Context: an optimization exercise on an open-source flow, tuned for a short achievable clock period and few clock cycles. The choices shown serve that exercise and are no tape-out recipe. Function was checked by simulation only, so behaviour that the tests miss may differ from the original. Power figures rest on the tool's default switching activity, not on a simulated workload.

==> flow/run.sh <==
#!/bin/bash
# the standard layout, with timing repair aiming at a larger setup margin
set -euo pipefail
sed -e 's/SETUP_SLACK_MARGIN=[0-9.]*/SETUP_SLACK_MARGIN=7/' standard.sh > margin.sh
bash margin.sh > layout.log 2>&1
==> standard.sh <==
#!/bin/bash
# synth_recipe.tcl (not shown) runs the flow's synth.tcl, then flattens the netlist and writes it again
# the make line also repeats each setting of config.mk as NAME=value (left out here)
make -C /OpenROAD-flow-scripts/flow DESIGN_CONFIG=/design/flow/config.mk WORK_HOME=/design/flow/orfs CLKGATE_MAP_FILE= SYNTH_SCRIPT=/design/flow/synth_recipe.tcl "${@:-finish}"
==> config.mk <==
export PLATFORM = sky130hd
export DESIGN_NAME = custom_MuP
export DESIGN_NICKNAME = custom_MuP
export VERILOG_FILES = /design/flow/design.v
export SDC_FILE = /design/flow/constraint.sdc
export NUM_CORES = 4
export LEC_CHECK = 0
export ABC_CLOCK_PERIOD_IN_PS = 2500
export CAP_MARGIN = 20
export CORE_MARGIN = 2
export CORE_UTILIZATION = 40
export SETUP_SLACK_MARGIN = 5
export SLEW_MARGIN = 20
==> constraint.sdc <==
create_clock -name core_clock -period 10.0 [get_ports {clk}]
set_input_delay 2.0000 -clock core_clock [delete_from_list [all_inputs] [get_ports {clk}]]
set_output_delay 2.0000 -clock core_clock [all_outputs]
set_load 0.01 [all_outputs]
==> design.v <==
module custom_MuP (clk, rst, imem_req, imem_addr, imem_rdata, dmem_re, dmem_we, dmem_addr, dmem_wdata, dmem_rdata);
input clk, rst;
output imem_req, dmem_re, dmem_we;
output [15:0] imem_addr, dmem_addr, dmem_wdata;
input [15:0] imem_rdata, dmem_rdata;
reg [15:0] R [0:15];
reg [15:0] pc_f;           
reg        req_f;          
reg        inf_v;          
reg [15:0] inf_pc;         
reg        inf_pr;         
reg        btb_v;
reg [15:0] btb_pc, btb_tgt;
function [22:0] pdec;
	input [15:0] i;
	reg rr, br, ld, st, j;
	reg [3:0] o;
	begin
		o  = i[15:12];
		rr = (o == 4'h8) | (o == 4'hC) | (o == 4'hB) | (o == 4'hF);
		br = (o == 4'h4) | (o == 4'h5);
		ld = (o == 4'h1);
		st = (o == 4'h2);
		j  = (o == 4'h3);
		pdec = {~j, rr | br, br | st, br, j, ld, st,
		        (rr | br) ? i[7:4] : (ld | st) ? {2'b10, i[9:8]} : i[11:8],
		        i[3:0],
		        st ? {2'b11, i[11:10]} : i[11:8],
		        ld ? {2'b11, i[11:10]} : i[11:8]};
	end
endfunction
reg [15:0] q_ir0, q_ir1, q_ir2;
reg [15:0] q_pc0, q_pc1, q_pc2;    
reg        q_pr0, q_pr1, q_pr2;
reg [22:0] q_pd0, q_pd1, q_pd2;
reg [1:0]  q_n;
reg        q_v0;                   
reg        e_v, e_we, e_ld, e_st, e_cin;
reg        e_br, e_ne, e_pr;
reg [15:0] e_pc2;
reg [3:0]  e_wd;
reg [1:0]  e_sel;          
reg        e_shl, e_shr, e_sra;
reg [3:0]  e_shn;
reg [15:0] e_opA, e_opB, e_opS;
reg        e_late;         
reg        dm_re, dm_we;
reg [15:0] dm_addr, dm_wdata;
reg [3:0]  iss_wd;         
reg        arr_v;          
reg [3:0]  arr_wd;
wire [15:0] sum = e_opA + e_opB + {15'd0, e_cin};
reg  [15:0] shres;
always @(*) begin
	if (e_shl)      shres = e_opA << e_shn;
	else if (e_shr) shres = e_opA >> e_shn;
	else if (e_sra) shres = $signed(e_opA) >>> e_shn;
	else            shres = e_opA;
end
reg [15:0] lres;           
always @(*) begin
	case (e_sel)
	2'd1: lres = ~(e_opA & e_opB);
	2'd2: lres = e_opA | e_opB;
	default: lres = shres;
	endcase
end
wire [15:0] res = (e_sel == 2'd0) ? sum : lres;
wire e_wr = e_v & e_we;
wire e_bt  = (e_opA == e_opB) ^ e_ne;
wire brmis = e_v & e_br & (e_bt ? (~e_pr | (e_opS != btb_tgt)) : e_pr);
wire [15:0] btarget = e_bt ? e_opS : e_pc2;
wire        hv  = q_v0;
wire [15:0] ins = q_ir0;
wire [3:0]  op = ins[15:12], fa = ins[11:8];
wire        useA = q_pd0[22], useB = q_pd0[21], useS = q_pd0[20];
wire        is_br = q_pd0[19], is_j = q_pd0[18], is_ld = q_pd0[17], is_st = q_pd0[16];
wire [3:0]  raA = q_pd0[15:12], raB = q_pd0[11:8], raS = q_pd0[7:4], d_wd = q_pd0[3:0];
wire        e_any = e_v & (e_we | e_ld);
wire [15:0] rA = R[raA], rB = R[raB], rS = R[raS];
wire hitEA = e_any & (e_wd == raA), hitMA = dm_re & (iss_wd == raA), hitWA = arr_v & (arr_wd == raA);
wire hitEB = e_any & (e_wd == raB), hitMB = dm_re & (iss_wd == raB), hitWB = arr_v & (arr_wd == raB);
wire hitES = e_any & (e_wd == raS), hitMS = dm_re & (iss_wd == raS), hitWS = arr_v & (arr_wd == raS);
wire stA = hitEA ? e_ld : hitMA;
wire stB = hitEB ? e_ld : hitMB;
wire stS = hitES ? e_ld : hitMS;
wire [15:0] wA = hitWA ? dmem_rdata : rA;
wire [15:0] wB = hitWB ? dmem_rdata : rB;
wire [15:0] wS = hitWS ? dmem_rdata : rS;
wire [15:0] vA = hitEA ? res : wA;
wire [15:0] vB = hitEB ? res : wB;
wire [15:0] vS = hitES ? res : wS;
wire stall = (useA & stA) | (useB & stB) | (useS & stS);
wire pop   = hv & ~stall;
wire issue = pop & ~brmis;
wire jmp   = issue & is_j;
wire [15:0] s8  = {{8{ins[7]}}, ins[7:0]};
wire [15:0] z8  = {8'd0, ins[7:0]};
wire [15:0] s12 = {{4{ins[11]}}, ins[11:0]};
wire [15:0] jtarget = q_pc0 + s12;
wire [15:0] rbase = R[{2'b10, ins[9:8]}];
wire [15:0] ea_d  = rbase + {s8[14:0], 1'b0};
wire        e_lmem = e_v & e_late;
wire        d_mem  = issue & (is_ld | is_st);
wire        early  = d_mem & ~(hitEA | hitMA | hitWA) & ~e_lmem;
reg [15:0] nB;
reg        n_cin, n_we;
reg [1:0]  n_sel;
always @(*) begin
	nB = vB; n_cin = 1'b0; n_sel = 2'd0; n_we = 1'b1;
	case (op)
	4'h8: ;
	4'hC: begin nB = ~vB; n_cin = 1'b1; end
	4'hB: n_sel = 2'd1;
	4'hF: n_sel = 2'd2;
	4'h9: nB = s8;
	4'hA: nB = z8;
	4'hD: begin nB = ~s8; n_cin = 1'b1; end
	4'hE: begin nB = ~z8; n_cin = 1'b1; end
	4'h7: begin nB = s8; n_sel = 2'd1; end
	4'h6: begin nB = s8; n_sel = 2'd2; end
	4'h0: n_sel = 2'd3;
	4'h1: begin nB = {s8[14:0], 1'b0}; n_we = 1'b0; end
	4'h2: begin nB = {s8[14:0], 1'b0}; n_we = 1'b0; end
	default: n_we = 1'b0;    
	endcase
end
wire        redirect = brmis | jmp;
wire [15:0] rtarget  = brmis ? btarget : jtarget;
wire        pred = btb_v & (pc_f == btb_pc);
wire        arr = inf_v;
wire [1:0]  n_pop = q_n - {1'b0, pop};
wire [1:0]  n_next = n_pop + {1'b0, arr};
wire [2:0]  room = {1'b0, n_next} + {2'b0, req_f};
wire [15:0] pc_f2 = pc_f + 16'd2;
wire [22:0] a_pd = pdec(imem_rdata);
always @(posedge clk) begin
	if (rst) begin
		pc_f <= 16'd0; req_f <= 1'b1; inf_v <= 1'b0; q_n <= 2'd0; q_v0 <= 1'b0; btb_v <= 1'b0;
	end else if (redirect) begin
		pc_f <= rtarget; req_f <= 1'b1; inf_v <= 1'b0; q_n <= 2'd0; q_v0 <= 1'b0;
		if (brmis & e_bt) begin btb_v <= 1'b1; btb_pc <= e_pc2 - 16'd2; btb_tgt <= e_opS; end
	end else begin
		if (req_f) pc_f <= pred ? btb_tgt : pc_f2;
		inf_v <= req_f;
		req_f <= (room <= 3'd2);
		q_n <= n_next;
		q_v0 <= (n_next != 2'd0);
	end
	inf_pc <= pc_f2;
	inf_pr <= pred;
	if (pop) begin
		q_ir0 <= q_ir1; q_pc0 <= q_pc1; q_pr0 <= q_pr1; q_pd0 <= q_pd1;
		q_ir1 <= q_ir2; q_pc1 <= q_pc2; q_pr1 <= q_pr2; q_pd1 <= q_pd2;
	end
	if (arr) begin
		case (n_pop)
		2'd0: begin q_ir0 <= imem_rdata; q_pc0 <= inf_pc; q_pr0 <= inf_pr; q_pd0 <= a_pd; end
		2'd1: begin q_ir1 <= imem_rdata; q_pc1 <= inf_pc; q_pr1 <= inf_pr; q_pd1 <= a_pd; end
		default: begin q_ir2 <= imem_rdata; q_pc2 <= inf_pc; q_pr2 <= inf_pr; q_pd2 <= a_pd; end
		endcase
	end
end
always @(posedge clk) begin
	if (rst) begin
		e_v <= 1'b0; dm_re <= 1'b0; dm_we <= 1'b0; arr_v <= 1'b0;
	end else begin
		e_v  <= issue & ~is_j;
		e_late <= d_mem & ~early;
		if (e_lmem) begin
			dm_re <= e_ld; dm_we <= e_st;
		end else begin
			dm_re <= early & is_ld; dm_we <= early & is_st;
		end
		arr_v <= dm_re & ~(e_wr & (e_wd == iss_wd));
	end
	e_we <= n_we; e_ld <= is_ld; e_st <= is_st;
	e_br <= is_br; e_ne <= ins[12]; e_pr <= q_pr0; e_pc2 <= q_pc0;
	e_cin <= n_cin; e_sel <= n_sel;
	e_wd <= d_wd;
	e_shl <= (ins[3:0] == 4'd1); e_shr <= (ins[3:0] == 4'd2); e_sra <= (ins[3:0] == 4'd3);
	e_shn <= ins[7:4];
	e_opA <= vA; e_opB <= nB; e_opS <= vS;
	if (e_lmem) begin
		dm_addr <= sum; dm_wdata <= e_opS; iss_wd <= e_wd;
	end else begin
		dm_addr <= ea_d; dm_wdata <= vS; iss_wd <= d_wd;
	end
	arr_wd <= iss_wd;
end
always @(posedge clk) begin
	if (rst) begin
		R[0]  <= 16'h0000; R[1]  <= 16'h09e4; R[2]  <= 16'hc61b; R[3]  <= 16'hff49;
		R[4]  <= 16'h756e; R[5]  <= 16'h0014; R[6]  <= 16'h0032; R[7]  <= 16'hb7a1;
		R[8]  <= 16'hff49; R[9]  <= 16'h5878; R[10] <= 16'h08eb; R[11] <= 16'hca09;
		R[12] <= 16'ha24b; R[13] <= 16'h8aa9; R[14] <= 16'h2ab2; R[15] <= 16'h7814;
	end else begin
		if (arr_v) R[arr_wd] <= dmem_rdata;
		if (e_wr) R[e_wd] <= res;
	end
end
assign imem_req   = req_f;
assign imem_addr  = pc_f;
assign dmem_re    = dm_re;
assign dmem_we    = dm_we;
assign dmem_addr  = dm_addr;
assign dmem_wdata = dm_wdata;
endmodule
==> run notes <==
outcome: timing/DRC/antenna clean
leakage power: 18.3 nW
worst rel slew slack: 0.0353
Total Nets Final: 4,017
clock transition at the registers of the reported paths: 0.06 ns
Clock Sinks: 620
largest cells by area after synthesis: edfxtp_1 (27%), mux4_2 (17%), dfxtp_1 (15%)
Syn Std Cell Area: 37,400 sq um
top_reg_cell synth: edfxtp_1
Mapped Cells: 3,521
fin area: 52,300 sq um
Worst Skew: 0.0527 ns
RSZ-0062 raised after global routing: yes
Routed WL: 169 mm
placed inst area: 39,800 sq um
max-cap violation count: 0
Num CTS Buffers: 71
Initial Util: 0.402
# DRC: 0
commonest non-fill, non-tap cell in the layout: edfxtp_1
Synth area leader: edfxtp_1
Pre-Repair DR Iteration Count: 6
final setup fails: 0
pwr/cell area: 396 nW/um^2
CTS Hold Bufs: 0
GRT Resource Usage Total: 0.310
port bufs: 84
total core area: 93,000 sq um
most frequent cells in the layout: edfxtp_1 (341), mux4_2 (281), nand2_1 (263), buf_4 (235), dfxtp_1 (193)
Row Count: 112
worst slew pin tran: 1.44 ns
number of flops mapped to enable cells by yosys: 341
min cycle time layout: 3.42 ns
hold slack: 0.355 ns
Die ar.: 96,100 sq um
worst vdd ir: 260 uV
H-tree depth: 3
Vias: 35,200
Critical Path Start Type: input pin
First DRT Iteration DRCs: 5,343
Final Hold Vio Count: 0
Detail Placement HPWL: 90.0 mm
post-synth top area share: 0.273
clock root cell: clkbuf_16
clock buffer depth: 3
initial antenna violation count: 12
asr flop ratio synth: 0
Setup Crit Path Kind: in -> reg
syn nets: 3,629
register area share after synthesis: 0.423
number of global-route vias before repair: 31,200
chip height: 310 um
Worst-Skew Late Latency: 0.68 ns
total power: 20.7 mW
HP Class: reg -> reg
Worst setup EP type: register
largest net degree at the start of global routing: 65
crit path max fanout: 8
Sum Neg Setup Slack: 0 ns
routability cong.: 0.958
YS warnings: 1
synth-to-layout area growth: 39.6%
wire length per cell: 32.4 um
grt ovf: 0
Netlist cell types: 88
Final period util: 0.342
Avg Cell Area, Syn: 10.6 sq um
Critical Path AT: 3.77 ns
Slew Viols, Final: 0
Die Wd: 310 um
number of routed nets with antenna violations: 0
flops & latches, synth: 620
routed vias/inst: 6.74
io pins: 85
Data required, critical path: 10.35 ns
first-pass GRT wire length: 217 mm
Fmax achieved: 292 MHz
TritonCTS clock tree: built
layout cells sized above 1: 0.441
synthesized netlist by cell type, types with 16 or more instances:
cell,count
o22ai_1,17
buf_1,22
nand3_1,156
nor3_1,135
xor2_1,55
inv_1,85
nand4_1,20
clkbuf_1,207
mux4_2,280
xnor2_1,82
nand2b_1,26
o221ai_1,16
a211oi_1,53
mux2_2,46
nor2b_1,40
a21oi_1,246
ha_1,70
o211ai_1,18
dfxtp_1,279
o21ai_0,252
nor4_1,16
nor2_1,218
mux2i_1,105
buf_2,58
a31oi_1,60
and2_1,17
edfxtp_1,341
nand2_1,349
logic make-up after synthesis:
logic type                 Yosys count  share of synthesized area
and+or+nand+nor                   1041                      0.128
AOI/OAI and AO/OA                  807                      0.131
DFF                                620                      0.423
muxes                              438                      0.215
buffers and inverters              399                     0.0454
xor gates and xnor gates           137                     0.0320
adders and majority gates           79                     0.0269
sequential cells by signal, indices dropped and copies added (netlist names), 23 cells and up:
register / count
R: 256
q_pd0: 23
q_pd1: 23
q_pd2: 23
power breakdown:
part	internal [mW]	switching (mW)	total (mW)
clock network	1.51	1.20	2.71
registers	3.51	0.763	4.27
logic	5.98	7.76	13.7
per-stage QoR:
step	util	setup slack, ns	std cells
after floorplan	-	6.42	3521
after global placement	0.427	4.47	4615
after detailed placement	0.427	4.36	4617
after CTS	0.510	6.81	5047
after global routing	0.562	6.58	5222
final	0.562	6.58	5225
worst max-delay path, stage by stage:
cell     delay [ns]
buf_12         0.10
buf_16         0.14
nor2b_4        0.15
nand2_2        0.10
or2_4          0.32
buf_12         0.14
buf_8          0.12
nor2_4         0.33
or3_4          0.33
repair_timing:
action	in CTS	in global routing
endpoints found under the setup margin	871	793
buffers inserted	256	116
pin swaps	113	200
resized for setup	821	667
cloned	43	58
endpoints found under the hold margin	0	0
area by class of cell:
cell class	count	area (sq um)
timing repair inverter	4	33.8
timing repair buffer	602	7700
sequential	620	16100
fill	7246	40800
clock inverter	28	292
multi-input combinational	2523	24200
clock buffer	103	2060
inverter	87	378
antenna	4	10.0
tap	1254	1570
per-layer routing:
layer	wire length (um)	track usage	vias up
met5	198	0.00607	-
met2	73400	0.474	3040
met3	24000	0.0851	869
met1	58500	0.399	17000
met4	13400	0.171	20
li1	-	-	14200
worst paths after layout:
path,startpoint,endpoint,slack [ns],cells past startpoint
setup / recovery,rst,R[10][5],6.58,9
hold / removal,q_pr0,e_pr,0.35,0
setup reg to reg,q_pd0[5],q_pd0[9],6.64,15
hold reg to reg,q_pr0,e_pr,0.35,0
Testbench counts, summed over its fixed seeds: cycles 6,926.

re-timing with driven ports:
In the flow no input, the clock included, has a driving cell. The finished layout below was timed again as built, in two steps.
Step 1 (the two cells are an assumption about what drives the block):
set clk [get_ports {clk}]
set_driving_cell -lib_cell sky130_fd_sc_hd__clkbuf_16 $clk
set_driving_cell -lib_cell sky130_fd_sc_hd__buf_2 [delete_from_list [all_inputs] $clk]
Step 2 also shifts input and output timing later by t, the mid clock arrival at the registers, as if the neighbouring blocks saw the same clock.
Three values: no drivers, after step 1, after step 2; two values: the first two.
t, ns: 0.730
setup WS [ns]: 6.579 / 6.603 / 5.873
worst setup path after step 2: input to register
slew at the worst register clock pin (ns): 0.07 / 0.07
After both steps this run still meets setup and hold. For this run, drivers alone change the setup slack by +0.024 ns; drivers and shift together by -0.706 ns.
